Source: an optimization exercise on an open RTL-to-GDS flow (aim: small area and a short achievable clock period). Production flows keep margins and buffers that such runs may drop.
Function was checked by simulation only, so behaviour that the tests miss may differ from the original.
Power is estimated from default activity; no workload was simulated.

==> module SPI, before the edit <==
module SPI (tx_valid,tx_data,rx_valid,rx_data,rst_n,clk,SS_n,MISO,MOSI);
parameter IDLE = 3'b000;
parameter CHK_CMD = 3'b001;
parameter READ_ADD = 3'b010;
parameter READ_DATA = 3'b011;
parameter WRITE = 3'b100;
input MOSI,SS_n,rst_n,clk,tx_valid;
input [7:0] tx_data;
output rx_valid,MISO;
output [9:0] rx_data;
reg rx_valid_tmp,MISO_tmp;
reg [9:0] rx_data_tmp;
reg [2:0] cs,ns;
reg [3:0] shift_counter;
reg read_state;
reg state;
always @(posedge clk or negedge rst_n) begin
    if(!rst_n) begin
        cs<=IDLE;
    end
    else begin
        cs<=ns;
    end
end 
always @(cs or MOSI or SS_n or tx_valid or tx_data or state or read_state) begin
    case (cs)
    IDLE:begin
        if(!SS_n) begin
            ns=CHK_CMD;
        end
        else begin
            ns=IDLE;
        end
    end
     CHK_CMD:begin
        if(SS_n) begin
            ns=IDLE;
        end
        else begin
            if(!({SS_n,MOSI}))begin
                ns=WRITE;
            end
            else if((!(SS_n))&&(MOSI)&&(!(state))) begin
                ns=READ_ADD;
            end
            else begin
                ns=READ_DATA;
            end
        end
     end
     READ_ADD:begin
        if(~SS_n) begin
            ns=READ_ADD;
        end
        else begin
            ns=IDLE;
        end
     end   
     READ_DATA:begin
           if(~SS_n) begin
            ns=READ_DATA;
        end
        else begin
            ns=IDLE;
        end
     end
     WRITE:begin
           if(~SS_n) begin
            ns=WRITE;
        end
        else begin
            ns=IDLE;
        end
     end
     default:begin
        ns=IDLE;
     end
    endcase
end
always @(posedge clk ) begin
case(cs)
IDLE:begin
    shift_counter<=10;  
    MISO_tmp<=0;
    rx_data_tmp<=0;
    rx_valid_tmp<=0;
    end
READ_ADD:begin
      if(shift_counter==0) begin
        rx_valid_tmp<=1;
        shift_counter<=10;
    end
    else begin
        rx_data_tmp<={MOSI,rx_data_tmp[9:1]};
        shift_counter<=shift_counter-1;
    end
end
READ_DATA:begin
    if((shift_counter==0)&&(!(read_state))) begin
        shift_counter<=8;
        rx_valid_tmp<=1;
    end
    else if ((shift_counter>0)&&(!(read_state))) begin
         rx_data_tmp<={MOSI,rx_data_tmp[9:1]};
         shift_counter<=shift_counter-1;  rx_valid_tmp<=0;
    end
    else if ((shift_counter==0)&&(read_state)) begin
        shift_counter<=10;
        rx_valid_tmp<=0;
    end
    else if (tx_valid) begin
        MISO_tmp<=tx_data[shift_counter-1];
        shift_counter<=shift_counter-1; rx_valid_tmp<=0;
    end
    end
WRITE:begin
    if(shift_counter==0) begin
        rx_valid_tmp<=1;
    end
    else begin
        rx_data_tmp<={MOSI,rx_data_tmp[9:1]};
        shift_counter<=shift_counter-1;
    end
end
endcase    
end
always @(posedge clk or negedge rst_n) begin
  if(~rst_n) begin
        state<=0;
        read_state<=0;
    end
    else begin
        case (cs)
        IDLE:begin
            read_state<=0;
        end
            READ_ADD:begin
                if(shift_counter==0) begin
                    state<=1;
                end
            end
           READ_DATA:begin
             if((shift_counter==0)&&(!(read_state))) begin
                read_state<=1;
             end
             else if ((shift_counter==0)&&(read_state)) begin
                read_state<=0;
                state<=0;
             end
           end
        endcase
    end   
end
assign MISO=MISO_tmp;
assign rx_data=rx_data_tmp;
assign rx_valid=rx_valid_tmp;
endmodule 
==> module rram, before the edit <==
module rram (din,clk,rst_n,rx_valid,dout,tx_valid);
parameter MEM_DEPTH=256;
parameter ADDR_SIZE = 8;
localparam GROUP = 32;
localparam NGRP = MEM_DEPTH/GROUP;
input [9:0] din;
input clk,rst_n,rx_valid;
output [7:0] dout;
output tx_valid;
reg [7:0] dout_tmp;
reg tx_valid_tmp;
reg [15:0] addr_hi_n, addr_lo_n;
reg [8*MEM_DEPTH-1:0] cells;
reg phase, phase_d;
reg [7:0] din_d, din_dd;
reg aset_d, wr_d, wr_dd;
reg rd_d, rd_dd;
reg [8*NGRP-1:0] grp_n;
wire rd_now = rx_valid & din[9] & din[8];
wire [7:0] col = wr_dd ? (din_dd ^ {8{phase}}) :
                 wr_d ? (din_d ^ {8{phase}}) : 8'd0;
reg [MEM_DEPTH-1:0] sel;
integer i;
always @* begin
    for (i = 0; i < MEM_DEPTH; i = i + 1)
        sel[i] = ~(addr_hi_n[i/16] | addr_lo_n[i%16]);
end
genvar w, g;
generate
for (w = 0; w < MEM_DEPTH; w = w + 1) begin : row
    always @(posedge clk)
        cells[w*8 +: 8] <= ~(({8{sel[w]}} & col) | cells[w*8 +: 8]);
end
for (g = 0; g < NGRP; g = g + 1) begin : stage1
    reg [7:0] acc;
    integer k;
    always @* begin
        acc = 8'd0;
        for (k = 0; k < GROUP; k = k + 1)
            acc = acc | ({8{sel[g*GROUP+k]}} & cells[(g*GROUP+k)*8 +: 8]);
    end
    always @(posedge clk)
        grp_n[g*8 +: 8] <= ~acc;
end
endgenerate
reg [7:0] rdv;
integer j;
always @* begin
    rdv = 8'hff;
    for (j = 0; j < NGRP; j = j + 1)
        rdv = rdv & grp_n[j*8 +: 8];
    rdv = ~rdv ^ {8{phase_d}};
end
always @(posedge clk) begin
    phase <= ~phase;
    phase_d <= phase;
    din_d <= din[7:0];
    din_dd <= din_d;
    aset_d <= rst_n & rx_valid & ~din[8];
    wr_d <= rst_n & rx_valid & ~din[9] & din[8];
    wr_dd <= wr_d;
    if (aset_d) begin
        for (i = 0; i < 16; i = i + 1) begin
            addr_hi_n[i] <= (din_d[7:4] != i);
            addr_lo_n[i] <= (din_d[3:0] != i);
        end
    end
end
always @(posedge clk or negedge rst_n) begin
    if (!rst_n) begin
        dout_tmp <= 0;
        tx_valid_tmp <= 0;
        rd_d <= 0;
        rd_dd <= 0;
    end else begin
        rd_d <= rd_now;
        rd_dd <= rd_d;
        if (rd_now | rd_d | rd_dd)
            dout_tmp <= rdv;
        if (rd_now)
            tx_valid_tmp <= 1;
    end
end
assign dout=dout_tmp;
assign tx_valid=tx_valid_tmp;
endmodule
clock: 4.2 ns
lec_check: 0
cap_margin: 20
core_margin: 2
core_utilization: 55
cts_cluster_diameter: 80
cts_cluster_size: 30
setup_slack_margin: 2.0
slew_margin: 20
run.sh (not shown) runs the stock make flow with config.mk's settings and CLKGATE_MAP_FILE= SYNTH_SCRIPT=/design/flow/synth_recipe.tcl, a recipe that flattens the netlist after the stock synthesis.
Change:
--- a/flow/design.v
+++ b/flow/design.v
@@ -80,9 +80,8 @@
 always @(posedge clk ) begin
 case(cs)
 IDLE:begin
     shift_counter<=10;  
-    MISO_tmp<=0;
     rx_data_tmp<=0;
     rx_valid_tmp<=0;
     end
 READ_ADD:begin
@@ -108,9 +107,8 @@
         shift_counter<=10;
         rx_valid_tmp<=0;
     end
     else if (tx_valid) begin
-        MISO_tmp<=tx_data[shift_counter-1];
         shift_counter<=shift_counter-1; rx_valid_tmp<=0;
     end
     end
 WRITE:begin
@@ -150,8 +148,13 @@
            end
         endcase
     end   
 end
+wire miso_clr = (cs == IDLE);
+wire miso_load = (cs == READ_DATA) && read_state && (shift_counter != 0) && tx_valid;
+wire miso_bit = tx_data[shift_counter-1];
+always @(posedge clk)
+    MISO_tmp <= (~miso_clr & miso_load & miso_bit) | (~miso_clr & ~miso_load & MISO_tmp);
 assign MISO=MISO_tmp;
 assign rx_data=rx_data_tmp;
 assign rx_valid=rx_valid_tmp;
 endmodule 
@@ -173,10 +176,10 @@
 reg aset_d, wr_d, wr_dd;
 reg rd_d, rd_dd;
 reg [8*NGRP-1:0] grp_n;
 wire rd_now = rx_valid & din[9] & din[8];
-wire [7:0] col = wr_dd ? (din_dd ^ {8{phase}}) :
-                 wr_d ? (din_d ^ {8{phase}}) : 8'd0;
+reg [7:0] col;
+wire wr_now = rst_n & rx_valid & ~din[9] & din[8];
 reg [MEM_DEPTH-1:0] sel;
 integer i;
 always @* begin
     for (i = 0; i < MEM_DEPTH; i = i + 1)
@@ -213,15 +216,15 @@
     phase_d <= phase;
     din_d <= din[7:0];
     din_dd <= din_d;
     aset_d <= rst_n & rx_valid & ~din[8];
-    wr_d <= rst_n & rx_valid & ~din[9] & din[8];
+    wr_d <= wr_now;
+    col <= wr_d ? (din_d ^ {8{~phase}}) :
+           wr_now ? (din[7:0] ^ {8{~phase}}) : 8'd0;
     wr_dd <= wr_d;
-    if (aset_d) begin
-        for (i = 0; i < 16; i = i + 1) begin
-            addr_hi_n[i] <= (din_d[7:4] != i);
-            addr_lo_n[i] <= (din_d[3:0] != i);
-        end
+    for (i = 0; i < 16; i = i + 1) begin
+        addr_hi_n[i] <= (aset_d & (din_d[7:4] != i)) | (~aset_d & addr_hi_n[i]);
+        addr_lo_n[i] <= (aset_d & (din_d[3:0] != i)) | (~aset_d & addr_lo_n[i]);
     end
 end
 always @(posedge clk or negedge rst_n) begin
     if (!rst_n) begin
Outcome: Register-to-register slack loses 70 ps; wire length came out higher by about 17%; design area came out higher by 1.5%; area after synthesis came out lower by 0.55%; clock-buffer cell count came out higher by 2; non-clock buffer count came out higher by 145; worst setup slack loses 17 ps; die area came out lower by about 0.54%; worst hold slack gains 28 ps; final cell count came out higher by about 1.8%; power came out higher by about 10%; first-iteration DRC count came out higher by 28%.

==> separate check: timing with driven ports <==
No port has a modelled driver above. Below, the same layouts with a new extraction and two added sets of constraints. Step 1, drivers: a clkbuf_16 drives clk and a buf_2 each remaining input, both assumed. Step 2 also shifts input and output timing later by t, the mid clock arrival at the registers, as if the neighbouring blocks saw the same clock. a / b / c = ideal ports / drivers / drivers and shift; a / b = the first two.
run	t, ns	slack for setup (ns)	worst hold slack (ns)	clock arrival spread, ns	worst data-port slew with drivers (ns)
the first run	0.807	1.903 / 1.827 / 1.956	0.359 / 0.359 / 0.359	0.034 / 0.034	0.07
the second run	0.835	1.885 / 1.885 / 1.553	0.387 / 0.352 / 0.387	0.036 / 0.036	0.04
After both steps setup and hold are still met in every run listed. For the second run, which loses most, drivers alone change the setup slack by 0.000 ns; drivers and shift together by -0.332 ns.
